From an optimization exercise on the open Yosys and OpenROAD flow, aimed at small area; shortcuts taken in it are not production practice. No run shown here included a check of the RTL's function; only the layout flow was run.

==> flow/design.v (outline; a module is shown in full before it is edited, if it fits) <==
// module processing_element: 914 lines
// module pe_fa: 4 lines
// module pe_ha: 4 lines
// module pe_inv16: 3 lines
module processing_element (
    input clk, reset,
    input [15:0] in_a, in_b,
    output reg [15:0] out_a, out_b,
    output reg [31:0] acc
);
  // ...
==> flow/flow/run.sh <==
#!/bin/bash
# Standard ORFS layout, with smaller port buffers, synthesis buffers removed
# at floorplan, and a clock tree of small buffers without dummy loads.
set -euo pipefail
export BUFFER_PORTS_ARGS="-buffer_cell sky130_fd_sc_hd__buf_1"
export REMOVE_ABC_BUFFERS=1
export CTS_ARGS="-sink_clustering_enable -repair_clock_nets -dont_use_dummy_load -buf_list sky130_fd_sc_hd__clkbuf_8"
bash standard.sh > flow_make.log 2>&1
==> flow/standard.sh <==
#!/bin/bash
# synth_recipe.tcl (not shown) runs the flow's synth.tcl, then flattens the netlist and writes it again
# the make line also repeats each setting of config.mk as NAME=value (left out here)
make -C /OpenROAD-flow-scripts/flow DESIGN_CONFIG=/design/flow/config.mk WORK_HOME=/design/flow/orfs CLKGATE_MAP_FILE= SYNTH_SCRIPT=/design/flow/synth_recipe.tcl "${@:-finish}"
==> flow/config.mk <==
export PLATFORM = sky130hd
export DESIGN_NAME = processing_element
export DESIGN_NICKNAME = processing_element
export VERILOG_FILES = /design/flow/design.v
export SDC_FILE = /design/flow/constraint.sdc
export NUM_CORES = 4
export LEC_CHECK = 0
export CAP_MARGIN = 0
export CORE_MARGIN = 2
export CORE_UTILIZATION = 40
export GPL_TIMING_DRIVEN = 0
export SLEW_MARGIN = 0
export SYNTH_HIERARCHICAL = 1
==> flow/constraint.sdc <==
create_clock -name core_clock -period 8.0 [get_ports {clk}]
set_input_delay 1.6000 -clock core_clock [delete_from_list [all_inputs] [get_ports {clk}]]
set_output_delay 1.6000 -clock core_clock [all_outputs]
set_load 0.01 [all_outputs]
==> notes.md, run 1 <==
vias in the first global route=6469; drt pass-1 iters=5; row count=53; cells after synthesis=753; mux cell area share after synthesis=0; wl on met1=9330 um; Max-Cap Viols=0; Yosys top cell by area=fa_1; design area=9630 um2; most frequent cells in the layout=250 x nor2_1, 228 x fa_1, 90 x buf_1; Overall Global Routing Usage=0.217; Via density=5.24; final WL=22500 um; outcome=timing/DRC/antenna clean; Worst R2R Path Depth=19; Root Driver=clkbuf_8; count leader, synth=nor2_1; main combinational cell family by area after synthesis=adder cells; first-pass GRT wire length=36200 um; Post-Synth XOR/XNOR Area=0.0102; hold_sp=acc[0]; count of buffers from port buffering=97; Hold Path Sink=acc[0]; final global-route overflow total=0; max reg flops=32
==> inputs of run 2 (changes only) <==
--- a/flow/design.v
+++ b/flow/design.v
@@ -461,41 +461,41 @@
   pe_fa u_s195 (.a(s9), .b(s77), .c(s79), .s(s195), .co(c196));
   wire s197, c198;
   pe_fa u_s197 (.a(s81), .b(c76), .c(c188), .s(s197), .co(c198));
   wire s199, c200;
   pe_fa u_s199 (.a(s13), .b(s15), .c(s17), .s(s199), .co(c200));
   wire s201, c202;
   pe_fa u_s201 (.a(s85), .b(s87), .c(c82), .s(s201), .co(c202));
   wire s203, c204;
-  pe_fa u_s203 (.a(c84), .b(c194), .c(c196), .s(s203), .co(c204));
+  pe_fa u_s203 (.a(c84), .b(s89), .c(s91), .s(s203), .co(c204));
   wire s205, c206;
   pe_fa u_s205 (.a(s21), .b(s23), .c(s25), .s(s205), .co(c206));
   wire s207, c208;
   pe_fa u_s207 (.a(s93), .b(s95), .c(c90), .s(s207), .co(c208));
   wire s209, c210;
-  pe_fa u_s209 (.a(c92), .b(c200), .c(s97), .s(s209), .co(c210));
+  pe_fa u_s209 (.a(c92), .b(s97), .c(s99), .s(s209), .co(c210));
   wire s211, c212;
   pe_fa u_s211 (.a(s31), .b(s33), .c(s101), .s(s211), .co(c212));
   wire s213, c214;
   pe_fa u_s213 (.a(s103), .b(c96), .c(c98), .s(s213), .co(c214));
   wire s215, c216;
-  pe_fa u_s215 (.a(c100), .b(c206), .c(s105), .s(s215), .co(c216));
+  pe_fa u_s215 (.a(c100), .b(s105), .c(c206), .s(s215), .co(c216));
   wire s217, c218;
   pe_fa u_s217 (.a(c104), .b(s35), .c(s37), .s(s217), .co(c218));
   wire s219, c220;
   pe_fa u_s219 (.a(s109), .b(s111), .c(c106), .s(s219), .co(c220));
   wire s221, c222;
-  pe_fa u_s221 (.a(c108), .b(c212), .c(s113), .s(s221), .co(c222));
+  pe_fa u_s221 (.a(c108), .b(s113), .c(s115), .s(s221), .co(c222));
   wire s223, c224;
   pe_fa u_s223 (.a(c110), .b(c112), .c(s39), .s(s223), .co(c224));
   wire s225, c226;
   pe_fa u_s225 (.a(s117), .b(s119), .c(s121), .s(s225), .co(c226));
   wire s227, c228;
-  pe_fa u_s227 (.a(c114), .b(c116), .c(c218), .s(s227), .co(c228));
+  pe_fa u_s227 (.a(c114), .b(c116), .c(s123), .s(s227), .co(c228));
   wire s229, c230;
   pe_fa u_s229 (.a(c40), .b(c118), .c(c120), .s(s229), .co(c230));
   wire s231, c232;
   pe_fa u_s231 (.a(c122), .b(s125), .c(s127), .s(s231), .co(c232));
   wire s233, c234;
   pe_fa u_s233 (.a(s129), .b(s131), .c(c124), .s(s233), .co(c234));
   wire s235, c236;
   pe_fa u_s235 (.a(pp_14_7), .b(pp_15_6), .c(c126), .s(s235), .co(c236));
@@ -551,51 +551,51 @@
   pe_fa u_s285 (.a(s157), .b(s159), .c(s161), .s(s285), .co(c286));
   wire s287, c288;
   pe_fa u_s287 (.a(c160), .b(s43), .c(s163), .s(s287), .co(c288));
   wire s289, c290;
   pe_fa u_s289 (.a(s165), .b(c162), .c(c284), .s(s289), .co(c290));
   wire s291, c292;
   pe_fa u_s291 (.a(s47), .b(s49), .c(s169), .s(s291), .co(c292));
   wire s293, c294;
-  pe_fa u_s293 (.a(s171), .b(c168), .c(c288), .s(s293), .co(c294));
+  pe_fa u_s293 (.a(s171), .b(c168), .c(s173), .s(s293), .co(c294));
   wire s295, c296;
   pe_fa u_s295 (.a(s57), .b(s175), .c(c172), .s(s295), .co(c296));
   wire s297, c298;
-  pe_fa u_s297 (.a(c174), .b(c292), .c(s177), .s(s297), .co(c298));
+  pe_fa u_s297 (.a(c174), .b(s177), .c(c292), .s(s297), .co(c298));
   wire s299, c300;
   pe_fa u_s299 (.a(c176), .b(c178), .c(c180), .s(s299), .co(c300));
   wire s301, c302;
   pe_fa u_s301 (.a(s181), .b(s183), .c(s185), .s(s301), .co(c302));
   wire s303, c304;
   pe_fa u_s303 (.a(c182), .b(c184), .c(c186), .s(s303), .co(c304));
   wire s305, c306;
   pe_fa u_s305 (.a(s187), .b(s189), .c(s191), .s(s305), .co(c306));
   wire s307, c308;
-  pe_fa u_s307 (.a(c190), .b(s83), .c(s193), .s(s307), .co(c308));
+  pe_fa u_s307 (.a(s83), .b(c190), .c(s193), .s(s307), .co(c308));
   wire s309, c310;
   pe_fa u_s309 (.a(s195), .b(c192), .c(s197), .s(s309), .co(c310));
   wire s311, c312;
-  pe_fa u_s311 (.a(s89), .b(s91), .c(s199), .s(s311), .co(c312));
+  pe_fa u_s311 (.a(c194), .b(c196), .c(s199), .s(s311), .co(c312));
   wire s313, c314;
-  pe_fa u_s313 (.a(s201), .b(c198), .c(c308), .s(s313), .co(c314));
+  pe_fa u_s313 (.a(s201), .b(c198), .c(s203), .s(s313), .co(c314));
   wire s315, c316;
-  pe_fa u_s315 (.a(s99), .b(s205), .c(c202), .s(s315), .co(c316));
+  pe_fa u_s315 (.a(c200), .b(s205), .c(c202), .s(s315), .co(c316));
   wire s317, c318;
-  pe_fa u_s317 (.a(c204), .b(s207), .c(c312), .s(s317), .co(c318));
+  pe_fa u_s317 (.a(c204), .b(s207), .c(s209), .s(s317), .co(c318));
   wire s319, c320;
   pe_fa u_s319 (.a(s107), .b(s211), .c(c208), .s(s319), .co(c320));
   wire s321, c322;
-  pe_fa u_s321 (.a(s213), .b(c210), .c(s215), .s(s321), .co(c322));
+  pe_fa u_s321 (.a(c210), .b(s213), .c(s215), .s(s321), .co(c322));
   wire s323, c324;
-  pe_fa u_s323 (.a(s115), .b(s217), .c(c214), .s(s323), .co(c324));
+  pe_fa u_s323 (.a(c212), .b(s217), .c(c214), .s(s323), .co(c324));
   wire s325, c326;
-  pe_fa u_s325 (.a(s219), .b(c216), .c(s221), .s(s325), .co(c326));
+  pe_fa u_s325 (.a(c216), .b(s219), .c(s221), .s(s325), .co(c326));
   wire s327, c328;
-  pe_fa u_s327 (.a(s123), .b(s223), .c(s225), .s(s327), .co(c328));
+  pe_fa u_s327 (.a(c218), .b(s223), .c(s225), .s(s327), .co(c328));
   wire s329, c330;
   pe_fa u_s329 (.a(c220), .b(c222), .c(s227), .s(s329), .co(c330));
   wire s331, c332;
   pe_fa u_s331 (.a(c224), .b(c226), .c(s229), .s(s331), .co(c332));
   wire s333, c334;
   pe_fa u_s333 (.a(s231), .b(c228), .c(s233), .s(s333), .co(c334));
   wire s335, c336;
   pe_fa u_s335 (.a(c230), .b(c232), .c(s235), .s(s335), .co(c336));
@@ -607,17 +607,17 @@
   pe_fa u_s341 (.a(c240), .b(s243), .c(s245), .s(s341), .co(c342));
   wire s343, c344;
   pe_fa u_s343 (.a(s143), .b(s247), .c(s249), .s(s343), .co(c344));
   wire s345, c346;
   pe_fa u_s345 (.a(c244), .b(c246), .c(s251), .s(s345), .co(c346));
   wire s347, c348;
   pe_fa u_s347 (.a(c248), .b(c250), .c(s253), .s(s347), .co(c348));
   wire s349, c350;
-  pe_fa u_s349 (.a(s255), .b(c252), .c(c344), .s(s349), .co(c350));
+  pe_fa u_s349 (.a(s255), .b(c252), .c(s257), .s(s349), .co(c350));
   wire s351, c352;
   pe_fa u_s351 (.a(pp_15_10), .b(c254), .c(c256), .s(s351), .co(c352));
   wire s353, c354;
   pe_fa u_s353 (.a(s259), .b(s261), .c(c258), .s(s353), .co(c354));
   wire s355, c356;
   pe_fa u_s355 (.a(pp_13_13), .b(pp_14_12), .c(pp_15_11), .s(s355), .co(c356));
   wire s357, c358;
   pe_fa u_s357 (.a(c260), .b(c262), .c(s263), .s(s357), .co(c358));
@@ -639,45 +639,45 @@
   pe_fa u_s373 (.a(s147), .b(s275), .c(c274), .s(s373), .co(c374));
   wire s375, c376;
   pe_fa u_s375 (.a(s153), .b(s279), .c(c278), .s(s375), .co(c376));
   wire s377, c378;
   pe_fa u_s377 (.a(c280), .b(c282), .c(s283), .s(s377), .co(c378));
   wire s379, c380;
   pe_fa u_s379 (.a(s167), .b(s287), .c(c286), .s(s379), .co(c380));
   wire s381, c382;
-  pe_fa u_s381 (.a(s173), .b(s291), .c(c290), .s(s381), .co(c382));
+  pe_fa u_s381 (.a(c288), .b(s291), .c(c290), .s(s381), .co(c382));
   wire s383, c384;
   pe_fa u_s383 (.a(s179), .b(s295), .c(c294), .s(s383), .co(c384));
   wire s385, c386;
   pe_fa u_s385 (.a(c296), .b(c298), .c(s299), .s(s385), .co(c386));
   wire s387, c388;
   pe_fa u_s387 (.a(c300), .b(c302), .c(s303), .s(s387), .co(c388));
   wire s389, c390;
   pe_fa u_s389 (.a(c304), .b(s307), .c(c306), .s(s389), .co(c390));
   wire s391, c392;
-  pe_fa u_s391 (.a(s203), .b(s311), .c(c310), .s(s391), .co(c392));
+  pe_fa u_s391 (.a(c308), .b(s311), .c(c310), .s(s391), .co(c392));
   wire s393, c394;
-  pe_fa u_s393 (.a(s209), .b(s315), .c(c314), .s(s393), .co(c394));
+  pe_fa u_s393 (.a(c312), .b(s315), .c(c314), .s(s393), .co(c394));
   wire s395, c396;
   pe_fa u_s395 (.a(c316), .b(s319), .c(c318), .s(s395), .co(c396));
   wire s397, c398;
   pe_fa u_s397 (.a(c320), .b(s323), .c(c322), .s(s397), .co(c398));
   wire s399, c400;
   pe_fa u_s399 (.a(s327), .b(c324), .c(c326), .s(s399), .co(c400));
   wire s401, c402;
   pe_fa u_s401 (.a(c328), .b(s331), .c(c330), .s(s401), .co(c402));
   wire s403, c404;
   pe_fa u_s403 (.a(c332), .b(s335), .c(c334), .s(s403), .co(c404));
   wire s405, c406;
-  pe_fa u_s405 (.a(s339), .b(c336), .c(s341), .s(s405), .co(c406));
+  pe_fa u_s405 (.a(c336), .b(s339), .c(s341), .s(s405), .co(c406));
   wire s407, c408;
   pe_fa u_s407 (.a(s343), .b(c340), .c(c342), .s(s407), .co(c408));
   wire s409, c410;
-  pe_fa u_s409 (.a(s257), .b(s347), .c(c346), .s(s409), .co(c410));
+  pe_fa u_s409 (.a(c344), .b(s347), .c(c346), .s(s409), .co(c410));
   wire s411, c412;
   pe_fa u_s411 (.a(c348), .b(s351), .c(c350), .s(s411), .co(c412));
   wire s413, c414;
   pe_fa u_s413 (.a(s355), .b(c352), .c(s357), .s(s413), .co(c414));
   wire s415, c416;
   pe_fa u_s415 (.a(c356), .b(s359), .c(c358), .s(s415), .co(c416));
   wire s417, c418;
   pe_fa u_s417 (.a(pp_15_13), .b(c360), .c(s363), .s(s417), .co(c418));
@@ -689,17 +689,17 @@
   pe_fa u_s423 (.a(pp_1_1), .b(pp_2_0), .c(c422), .s(s423), .co(c424));
   wire s425, c426;
   pe_fa u_s425 (.a(c366), .b(s265), .c(s367), .s(s425), .co(c426));
   wire s427, c428;
   pe_fa u_s427 (.a(c368), .b(s267), .c(s369), .s(s427), .co(c428));
   wire s429, c430;
   pe_fa u_s429 (.a(s273), .b(c370), .c(s371), .s(s429), .co(c430));
   wire s431, c432;
-  pe_fa u_s431 (.a(c372), .b(s277), .c(s373), .s(s431), .co(c432));
+  pe_fa u_s431 (.a(s277), .b(c372), .c(s373), .s(s431), .co(c432));
   wire s433, c434;
   pe_fa u_s433 (.a(s281), .b(c374), .c(s375), .s(s433), .co(c434));
   wire s435, c436;
   pe_fa u_s435 (.a(s285), .b(c376), .c(s377), .s(s435), .co(c436));
   wire s437, c438;
   pe_fa u_s437 (.a(s289), .b(c378), .c(s379), .s(s437), .co(c438));
   wire s439, c440;
   pe_fa u_s439 (.a(s293), .b(c380), .c(s381), .s(s439), .co(c440));
@@ -719,17 +719,17 @@
   pe_fa u_s453 (.a(s321), .b(c394), .c(s395), .s(s453), .co(c454));
   wire s455, c456;
   pe_fa u_s455 (.a(s325), .b(c396), .c(s397), .s(s455), .co(c456));
   wire s457, c458;
   pe_fa u_s457 (.a(s329), .b(c398), .c(s399), .s(s457), .co(c458));
   wire s459, c460;
   pe_fa u_s459 (.a(s333), .b(c400), .c(s401), .s(s459), .co(c460));
   wire s461, c462;
-  pe_fa u_s461 (.a(s337), .b(s403), .c(c402), .s(s461), .co(c462));
+  pe_fa u_s461 (.a(s337), .b(c402), .c(s403), .s(s461), .co(c462));
   wire s463, c464;
   pe_fa u_s463 (.a(c338), .b(s405), .c(c404), .s(s463), .co(c464));
   wire s465, c466;
   pe_fa u_s465 (.a(s345), .b(c406), .c(s407), .s(s465), .co(c466));
   wire s467, c468;
   pe_fa u_s467 (.a(s349), .b(c408), .c(s409), .s(s467), .co(c468));
   wire s469, c470;
   pe_fa u_s469 (.a(s353), .b(c410), .c(s411), .s(s469), .co(c470));
@@ -760,154 +760,203 @@
   wire s494, c495;
   pe_fa u_s494 (.a(c430), .b(s431), .c(c493), .s(s494), .co(c495));
   wire s496, c497;
   pe_fa u_s496 (.a(c432), .b(s433), .c(c495), .s(s496), .co(c497));
   wire s498, c499;
   pe_fa u_s498 (.a(c434), .b(s435), .c(c497), .s(s498), .co(c499));
   wire s500, c501;
   pe_fa u_s500 (.a(c436), .b(s437), .c(c499), .s(s500), .co(c501));
-  wire s502, c503;
-  pe_fa u_s502 (.a(c438), .b(s439), .c(c501), .s(s502), .co(c503));
-  wire s504, c505;
-  pe_fa u_s504 (.a(c440), .b(s441), .c(c503), .s(s504), .co(c505));
-  wire s506, c507;
-  pe_fa u_s506 (.a(c442), .b(s443), .c(c505), .s(s506), .co(c507));
-  wire g508 = c507;
-  wire p509 = 1'b0;
-  wire g510 = c444 & s445;
-  wire p511 = c444 ^ s445;
-  wire g512 = c446 & s447;
-  wire p513 = c446 ^ s447;
-  wire g514 = c448 & s449;
-  wire p515 = c448 ^ s449;
-  wire g516 = c450 & s451;
-  wire p517 = c450 ^ s451;
-  wire g518 = c452 & s453;
-  wire p519 = c452 ^ s453;
-  wire g520 = c454 & s455;
-  wire p521 = c454 ^ s455;
-  wire g522 = c456 & s457;
-  wire p523 = c456 ^ s457;
-  wire g524 = c458 & s459;
-  wire p525 = c458 ^ s459;
-  wire g526 = c460 & s461;
-  wire p527 = c460 ^ s461;
-  wire g528 = c462 & s463;
-  wire p529 = c462 ^ s463;
-  wire g530 = c464 & s465;
-  wire p531 = c464 ^ s465;
-  wire g532 = c466 & s467;
-  wire p533 = c466 ^ s467;
-  wire g534 = c468 & s469;
-  wire p535 = c468 ^ s469;
-  wire g536 = c470 & s471;
-  wire p537 = c470 ^ s471;
-  wire g538 = c472 & s473;
-  wire p539 = c472 ^ s473;
-  wire g540 = c474 & s475;
-  wire p541 = c474 ^ s475;
-  wire g542 = c476 & s477;
-  wire p543 = c476 ^ s477;
-  wire g544 = c478 & s479;
-  wire p545 = c478 ^ s479;
-  wire G546 = g510 | (p511 & g508);
-  wire G547 = g514 | (p515 & g512);
-  wire P548 = p515 & p513;
-  wire G549 = g518 | (p519 & g516);
-  wire P550 = p519 & p517;
-  wire G551 = g522 | (p523 & g520);
-  wire P552 = p523 & p521;
-  wire G553 = g526 | (p527 & g524);
-  wire P554 = p527 & p525;
-  wire G555 = g530 | (p531 & g528);
-  wire P556 = p531 & p529;
-  wire G557 = g534 | (p535 & g532);
-  wire P558 = p535 & p533;
-  wire G559 = g538 | (p539 & g536);
-  wire P560 = p539 & p537;
-  wire G561 = g542 | (p543 & g540);
-  wire P562 = p543 & p541;
-  wire G563 = G547 | (P548 & G546);
-  wire G564 = G551 | (P552 & G549);
-  wire P565 = P552 & P550;
-  wire G566 = G555 | (P556 & G553);
-  wire P567 = P556 & P554;
-  wire G568 = G559 | (P560 & G557);
-  wire P569 = P560 & P558;
-  wire G570 = G564 | (P565 & G563);
-  wire G571 = G568 | (P569 & G566);
-  wire P572 = P569 & P567;
-  wire G573 = G571 | (P572 & G570);
-  wire G574 = G566 | (P567 & G570);
-  wire G575 = G549 | (P550 & G563);
-  wire G576 = G553 | (P554 & G570);
-  wire G577 = G557 | (P558 & G574);
-  wire G578 = G561 | (P562 & G573);
-  wire G579 = g512 | (p513 & G546);
-  wire G580 = g516 | (p517 & G563);
-  wire G581 = g520 | (p521 & G575);
-  wire G582 = g524 | (p525 & G570);
-  wire G583 = g528 | (p529 & G576);
-  wire G584 = g532 | (p533 & G574);
-  wire G585 = g536 | (p537 & G577);
-  wire G586 = g540 | (p541 & G573);
-  wire G587 = g544 | (p545 & G578);
-  wire o588 = p511 ^ g508;
-  wire o589 = p513 ^ G546;
-  wire o590 = p515 ^ G579;
-  wire o591 = p517 ^ G563;
-  wire o592 = p519 ^ G580;
-  wire o593 = p521 ^ G575;
-  wire o594 = p523 ^ G581;
-  wire o595 = p525 ^ G570;
-  wire o596 = p527 ^ G582;
-  wire o597 = p529 ^ G576;
-  wire o598 = p531 ^ G583;
-  wire o599 = p533 ^ G574;
-  wire o600 = p535 ^ G584;
-  wire o601 = p537 ^ G577;
-  wire o602 = p539 ^ G585;
-  wire o603 = p541 ^ G573;
-  wire o604 = p543 ^ G586;
-  wire o605 = p545 ^ G578;
-  wire o606 = s481 ^ G587;
+  wire g502, p503;
+  pe_ha u_p503 (.a(c438), .b(s439), .s(p503), .co(g502));
+  wire g504, p505;
+  pe_ha u_p505 (.a(c440), .b(s441), .s(p505), .co(g504));
+  wire g506, p507;
+  pe_ha u_p507 (.a(c442), .b(s443), .s(p507), .co(g506));
+  wire g508, p509;
+  pe_ha u_p509 (.a(c444), .b(s445), .s(p509), .co(g508));
+  wire g510, p511;
+  pe_ha u_p511 (.a(c446), .b(s447), .s(p511), .co(g510));
+  wire g512, p513;
+  pe_ha u_p513 (.a(c448), .b(s449), .s(p513), .co(g512));
+  wire g514, p515;
+  pe_ha u_p515 (.a(c450), .b(s451), .s(p515), .co(g514));
+  wire g516, p517;
+  pe_ha u_p517 (.a(c452), .b(s453), .s(p517), .co(g516));
+  wire g518, p519;
+  pe_ha u_p519 (.a(c454), .b(s455), .s(p519), .co(g518));
+  wire g520, p521;
+  pe_ha u_p521 (.a(c456), .b(s457), .s(p521), .co(g520));
+  wire g522, p523;
+  pe_ha u_p523 (.a(c458), .b(s459), .s(p523), .co(g522));
+  wire g524, p525;
+  pe_ha u_p525 (.a(c460), .b(s461), .s(p525), .co(g524));
+  wire g526, p527;
+  pe_ha u_p527 (.a(c462), .b(s463), .s(p527), .co(g526));
+  wire g528, p529;
+  pe_ha u_p529 (.a(c464), .b(s465), .s(p529), .co(g528));
+  wire g530, p531;
+  pe_ha u_p531 (.a(c466), .b(s467), .s(p531), .co(g530));
+  wire g532, p533;
+  pe_ha u_p533 (.a(c468), .b(s469), .s(p533), .co(g532));
+  wire g534, p535;
+  pe_ha u_p535 (.a(c470), .b(s471), .s(p535), .co(g534));
+  wire g536, p537;
+  pe_ha u_p537 (.a(c472), .b(s473), .s(p537), .co(g536));
+  wire g538, p539;
+  pe_ha u_p539 (.a(c474), .b(s475), .s(p539), .co(g538));
+  wire g540, p541;
+  pe_ha u_p541 (.a(c476), .b(s477), .s(p541), .co(g540));
+  wire g542, p543;
+  pe_ha u_p543 (.a(c478), .b(s479), .s(p543), .co(g542));
+  wire G544 = g504 | (p505 & g502);
+  wire P545 = p505 & p503;
+  wire G546 = g508 | (p509 & g506);
+  wire P547 = p509 & p507;
+  wire G548 = g512 | (p513 & g510);
+  wire P549 = p513 & p511;
+  wire G550 = g516 | (p517 & g514);
+  wire P551 = p517 & p515;
+  wire G552 = g520 | (p521 & g518);
+  wire P553 = p521 & p519;
+  wire G554 = g524 | (p525 & g522);
+  wire P555 = p525 & p523;
+  wire G556 = g528 | (p529 & g526);
+  wire P557 = p529 & p527;
+  wire G558 = g532 | (p533 & g530);
+  wire P559 = p533 & p531;
+  wire G560 = g536 | (p537 & g534);
+  wire P561 = p537 & p535;
+  wire G562 = g540 | (p541 & g538);
+  wire P563 = p541 & p539;
+  wire G564 = G546 | (P547 & G544);
+  wire P565 = P547 & P545;
+  wire G566 = G550 | (P551 & G548);
+  wire P567 = P551 & P549;
+  wire G568 = G554 | (P555 & G552);
+  wire P569 = P555 & P553;
+  wire G570 = G558 | (P559 & G556);
+  wire P571 = P559 & P557;
+  wire G572 = G562 | (P563 & G560);
+  wire P573 = P563 & P561;
+  wire G574 = G566 | (P567 & G564);
+  wire P575 = P567 & P565;
+  wire G576 = G570 | (P571 & G568);
+  wire P577 = P571 & P569;
+  wire G578 = G576 | (P577 & G574);
+  wire P579 = P577 & P575;
+  wire G580 = G568 | (P569 & G574);
+  wire P581 = P569 & P575;
+  wire G582 = G572 | (P573 & G578);
+  wire P583 = P573 & P579;
+  wire G584 = G548 | (P549 & G564);
+  wire P585 = P549 & P565;
+  wire G586 = G552 | (P553 & G574);
+  wire P587 = P553 & P575;
+  wire G588 = G556 | (P557 & G580);
+  wire P589 = P557 & P581;
+  wire G590 = G560 | (P561 & G578);
+  wire P591 = P561 & P579;
+  wire G592 = g506 | (p507 & G544);
+  wire P593 = p507 & P545;
+  wire G594 = g510 | (p511 & G564);
+  wire P595 = p511 & P565;
+  wire G596 = g514 | (p515 & G584);
+  wire P597 = p515 & P585;
+  wire G598 = g518 | (p519 & G574);
+  wire P599 = p519 & P575;
+  wire G600 = g522 | (p523 & G586);
+  wire P601 = p523 & P587;
+  wire G602 = g526 | (p527 & G580);
+  wire P603 = p527 & P581;
+  wire G604 = g530 | (p531 & G588);
+  wire P605 = p531 & P589;
+  wire G606 = g534 | (p535 & G578);
+  wire P607 = p535 & P579;
+  wire G608 = g538 | (p539 & G590);
+  wire P609 = p539 & P591;
+  wire G610 = g542 | (p543 & G582);
+  wire P611 = p543 & P583;
+  wire G612 = g502 | (p503 & c501);
+  wire G613 = G544 | (P545 & c501);
+  wire G614 = G592 | (P593 & c501);
+  wire G615 = G564 | (P565 & c501);
+  wire G616 = G594 | (P595 & c501);
+  wire G617 = G584 | (P585 & c501);
+  wire G618 = G596 | (P597 & c501);
+  wire G619 = G574 | (P575 & c501);
+  wire G620 = G598 | (P599 & c501);
+  wire G621 = G586 | (P587 & c501);
+  wire G622 = G600 | (P601 & c501);
+  wire G623 = G580 | (P581 & c501);
+  wire G624 = G602 | (P603 & c501);
+  wire G625 = G588 | (P589 & c501);
+  wire G626 = G604 | (P605 & c501);
+  wire G627 = G578 | (P579 & c501);
+  wire G628 = G606 | (P607 & c501);
+  wire G629 = G590 | (P591 & c501);
+  wire G630 = G608 | (P609 & c501);
+  wire G631 = G582 | (P583 & c501);
+  wire G632 = G610 | (P611 & c501);
+  wire o633 = p503 ^ c501;
+  wire o634 = p505 ^ G612;
+  wire o635 = p507 ^ G613;
+  wire o636 = p509 ^ G614;
+  wire o637 = p511 ^ G615;
+  wire o638 = p513 ^ G616;
+  wire o639 = p515 ^ G617;
+  wire o640 = p517 ^ G618;
+  wire o641 = p519 ^ G619;
+  wire o642 = p521 ^ G620;
+  wire o643 = p523 ^ G621;
+  wire o644 = p525 ^ G622;
+  wire o645 = p527 ^ G623;
+  wire o646 = p529 ^ G624;
+  wire o647 = p531 ^ G625;
+  wire o648 = p533 ^ G626;
+  wire o649 = p535 ^ G627;
+  wire o650 = p537 ^ G628;
+  wire o651 = p539 ^ G629;
+  wire o652 = p541 ^ G630;
+  wire o653 = p543 ^ G631;
+  wire s654;
+  assign s654 = s481 ^ G632;
   wire [31:0] nxt;
   assign nxt[0] = s482;
   assign nxt[1] = s484;
   assign nxt[2] = s486;
   assign nxt[3] = s488;
   assign nxt[4] = s490;
   assign nxt[5] = s492;
   assign nxt[6] = s494;
   assign nxt[7] = s496;
   assign nxt[8] = s498;
   assign nxt[9] = s500;
-  assign nxt[10] = s502;
-  assign nxt[11] = s504;
-  assign nxt[12] = s506;
-  assign nxt[13] = o588;
-  assign nxt[14] = o589;
-  assign nxt[15] = o590;
-  assign nxt[16] = o591;
-  assign nxt[17] = o592;
-  assign nxt[18] = o593;
-  assign nxt[19] = o594;
-  assign nxt[20] = o595;
-  assign nxt[21] = o596;
-  assign nxt[22] = o597;
-  assign nxt[23] = o598;
-  assign nxt[24] = o599;
-  assign nxt[25] = o600;
-  assign nxt[26] = o601;
-  assign nxt[27] = o602;
-  assign nxt[28] = o603;
-  assign nxt[29] = o604;
-  assign nxt[30] = o605;
-  assign nxt[31] = o606;
+  assign nxt[10] = o633;
+  assign nxt[11] = o634;
+  assign nxt[12] = o635;
+  assign nxt[13] = o636;
+  assign nxt[14] = o637;
+  assign nxt[15] = o638;
+  assign nxt[16] = o639;
+  assign nxt[17] = o640;
+  assign nxt[18] = o641;
+  assign nxt[19] = o642;
+  assign nxt[20] = o643;
+  assign nxt[21] = o644;
+  assign nxt[22] = o645;
+  assign nxt[23] = o646;
+  assign nxt[24] = o647;
+  assign nxt[25] = o648;
+  assign nxt[26] = o649;
+  assign nxt[27] = o650;
+  assign nxt[28] = o651;
+  assign nxt[29] = o652;
+  assign nxt[30] = o653;
+  assign nxt[31] = s654;
   always @(posedge clk or posedge reset) begin
     if (reset) begin
       acc <= 32'b0; out_a <= 16'b0; out_b <= 16'b0;
     end else begin
       acc <= nxt;
       out_a <= in_a; out_b <= in_b;
     end
   end
==> run 2 against run 1 <==
Effect of this change: clock skew fell by 0.00055 ns; largest cell class unchanged; first-iteration DRC count is 0.91% higher; worst hold slack lost 0.0033 ns; via count is 2.8% higher; cell area fell by 2.5%.
==> notes.md, run 2 <==
final global-route overflow total=0 (unchanged); Skew-Pair Late Insertion Delay=0.37 ns; initial antenna violation count=0; row count=54 (+1.9%); Final Setup Violations=0; YS warnings=7; Slowest cell on crit path=fa_1; # resized after CTS=0; Slew HR=0.463; pre-CTS setup slack=0.0756 ns; H-tree lvl count=3; I/O pin cnt=98; die height=152 um; postcts setup bufs=0; area share of the largest cell type after synthesis=0.531; outcome=timing/DRC/antenna clean; Unique masters post-synth=42; crit path cell chain=buf_1, inv_1, nor2_1, fa_1, fa_1, fa_1, fa_1, fa_1, fa_1, fa_1, fa_1, fa_1, a211oi_2, o21ai_1, a211o_1, nand3_2, nand2_2, a311oi_1; Reg2Reg Launch Point=acc[1]; cells after synthesis=791 (+5.0%); Core Area=21700 um2; asr flop ratio synth=1.00; Overall Global Routing Usage=0.212 (-0.00578); count of buffers from port buffering=97 (unchanged); Clock Pin Slew Worst Setup and Hold Paths=0.07 ns; largest net degree at the start of global routing=65; CP top delay family=adder cells; worst-case clock buffer depth=2; final WL=22700 um (+0.77%); skew final=0.0147 ns; dominant cells by area after synthesis=fa_1 53%, dfrtp_1 18%, nor2_1 11%, ha_1 5.6%, clkbuf_1 2.7%; Hold Violations, Final=0; nets=1141; Hold Path Sink=acc[0]; drt pass-1 iters=5 (unchanged); RSZ-0062 raised after global routing=no; register area share after synthesis=0.182; fill count=2070; Die ar.=23200 um2; CP Class=in2reg; Avg WL per Cell=20.4 um; Final GP Congestion=0.807; Area growth syn-to-layout=6.84%; Min Clock Period, post-route=7.55 ns; count leader, synth=nor2_1; Seq cells post-synth=64; largest fanout on the critical path=16; critical path endpoint category=register; DRT antenna net count=0; hold_sp=acc[0]; Worst-Margin Slew=0.806 ns; top_reg_cell synth=dfrtp_1; share of layout cells above drive strength 1=0.0300; max reg flops=32 (unchanged); hold path cells=1; Sink Count=64; Yosys top cell by area=fa_1; smallest setup slack after layout=0.452 ns; Largest regs=acc x32, out_a x16, out_b x16; Root Driver=clkbuf_8; flop-to-flop setup slack=1.99 ns; critical path depth=18; Peak Freq=132 MHz; setup tns final=0 ns; peak per-stage delay on the critical path=0.59 ns; routed vias=5905; Post-synth EDFFs=0; hpwl dp=16800 um; initial drt markers=332; Via density=5.31 (+1.2%); Biggest register=acc; CP bufs+invs=2; CP arrival=7.80 ns; top post-synthesis cells by count=265 x nor2_1, 233 x fa_1, 64 x clkbuf_1, 64 x dfrtp_1, 40 x inv_1; part of the cycle the worst path needs=0.944; CP dominant cell by count=fa_1; die width=152 um; CTS Buf Count=9; initial core utilization=0.405; Max-Cap Viols=0 (unchanged); Post-CTS Hold Buffers=0; Mapped Area=8780 um2; post-layout util=0.433; commonest non-fill, non-tap cell in the layout=nor2_1; CP startpoint kind=input port; Worst R2R End=acc[30]; Min-Delay Path Class=reg2reg; vias in the first global route=6753 (+4.4%); most frequent cells in the layout=265 x nor2_1, 233 x fa_1, 97 x buf_1; Ant. Diodes=0; Mapped Avg Cell Area=11.1 um2; Slew Limit Fails=0; CTS tree=done; Worst R2R Path Depth=16 (-3); WP data required=8.25 ns; DRC Markers=0; first-pass GRT wire length=37300 um (+3.0%)
==> run 2: changes by cell type in the layout (fill, tap and decap cells not counted), moves of 7 or more <==
cell	before	now
buf_4	19	0
fa_2	18	0
nor2_1	250	265
clkinvlp_4	11	0
ha_1	30	39
buf_6	8	0
xnor2_1	5	13
buf_1	90	97
==> run 2: kinds of logic (layout without fill, tap and decap cells) <==
group,Yosys count,count (layout),share of synthesized area
fa+ha+maj,272,272,0.587
simple gates,290,290,0.130
compound gates,41,41,0.0360
buf+inv,104,146,0.0444
xor+xnor,18,18,0.0179
flops,64,64,0.182
mux,2,2,0.00228
==> run 2: Yosys stat by module, one instance, submodules excluded <==
module              copies in the design  cells  flops+latches  cell area (um2)
processing_element                     1    488             64             3520
pe_inv16                               2     16              0             60.1
pe_fa                                233      1              0             20.0
pe_ha                                 38      1              0             12.5
==> run 2: worst max path at each step <==
stage,slack [ns],endpoint,start
detailed placement,0.08,acc[27],in_a[0]
floorplan,1.06,acc[29],in_b[1]
global placement,0.03,acc[27],in_a[0]
finish,0.45,acc[30],in_b[2]
global route,0.11,acc[27],in_a[0]
CTS,0.44,acc[30],in_a[0]
==> run 2: cell type report <==
type	instances	area, um2	share of cell area
clock buffers	9	124	0.0132
inverters	40	153	0.0163
well taps	280	350	0.0373
multi-input cells	623	6790	0.724
flip-flops and latches	64	1600	0.171
repair buffers	97	364	0.0388
==> run 2: metal layers <==
metal,vias up,part of all wire,GRT usage
li1,2481,-,-
met1,3118,0.39,0.265
met2,240,0.51,0.361
met3,66,0.062,0.0401
met4,0,0.044,0.0908
met5,-,0,0
==> run 2: worst register-to-register path: stages (launching register included) <==
cell	delay (ns)
dfrtp_1	0.39
ha_1	0.32
fa_1	0.44
fa_1	0.40
fa_1	0.39
fa_1	0.39
fa_1	0.40
fa_1	0.39
fa_1	0.43
fa_1	0.42
fa_1	0.45
a211oi_2	0.30
o21ai_1	0.19
a211o_1	0.41
nand3_2	0.16
nand2_2	0.09
a311oi_1	0.31
==> run 2: stage by stage <==
step           cell area [um2]  std cells  hold slack, ns
3_3_place_gp              9260       1104           0.482
4_1_cts                   9390       1113           0.511
5_1_grt                   9390       1113           0.535
2_1_floorplan             8540        727           0.532
6_report                  9390       1113           0.508
3_5_place_dp              9260       1104           0.492

==> afterwards: timing with drivers on the ports <==
The flow's constraints put no driver on any port. The routed layouts listed below were extracted and timed again, unchanged, in two steps.
Step 1, drivers: a clkbuf_16 drives clk and a buf_2 each remaining input, both assumed.
Step 2, shift: input delay + t, output delay - t, t = (earliest + latest rising clock arrival at the registers) / 2. This alone moves slack from input paths to output paths.
Slacks: ideal ports / drivers / drivers and shift; pairs: ideal ports / drivers.
run | shift t [ns] | setup slack, ns | worst setup path at the end | worst data-port slew with drivers (ns)
run 1 | 0.405 | 0.093 / 0.082 / -0.323 | input to register | 0.06
run 2 | 0.407 | 0.452 / 0.463 / 0.056 | input to register | 0.05
Met with ideal ports but missed after step 2: setup timing in run 1. The setup slack of run 1, which loses most, moves by -0.011 ns with the drivers and by -0.416 ns with both steps.
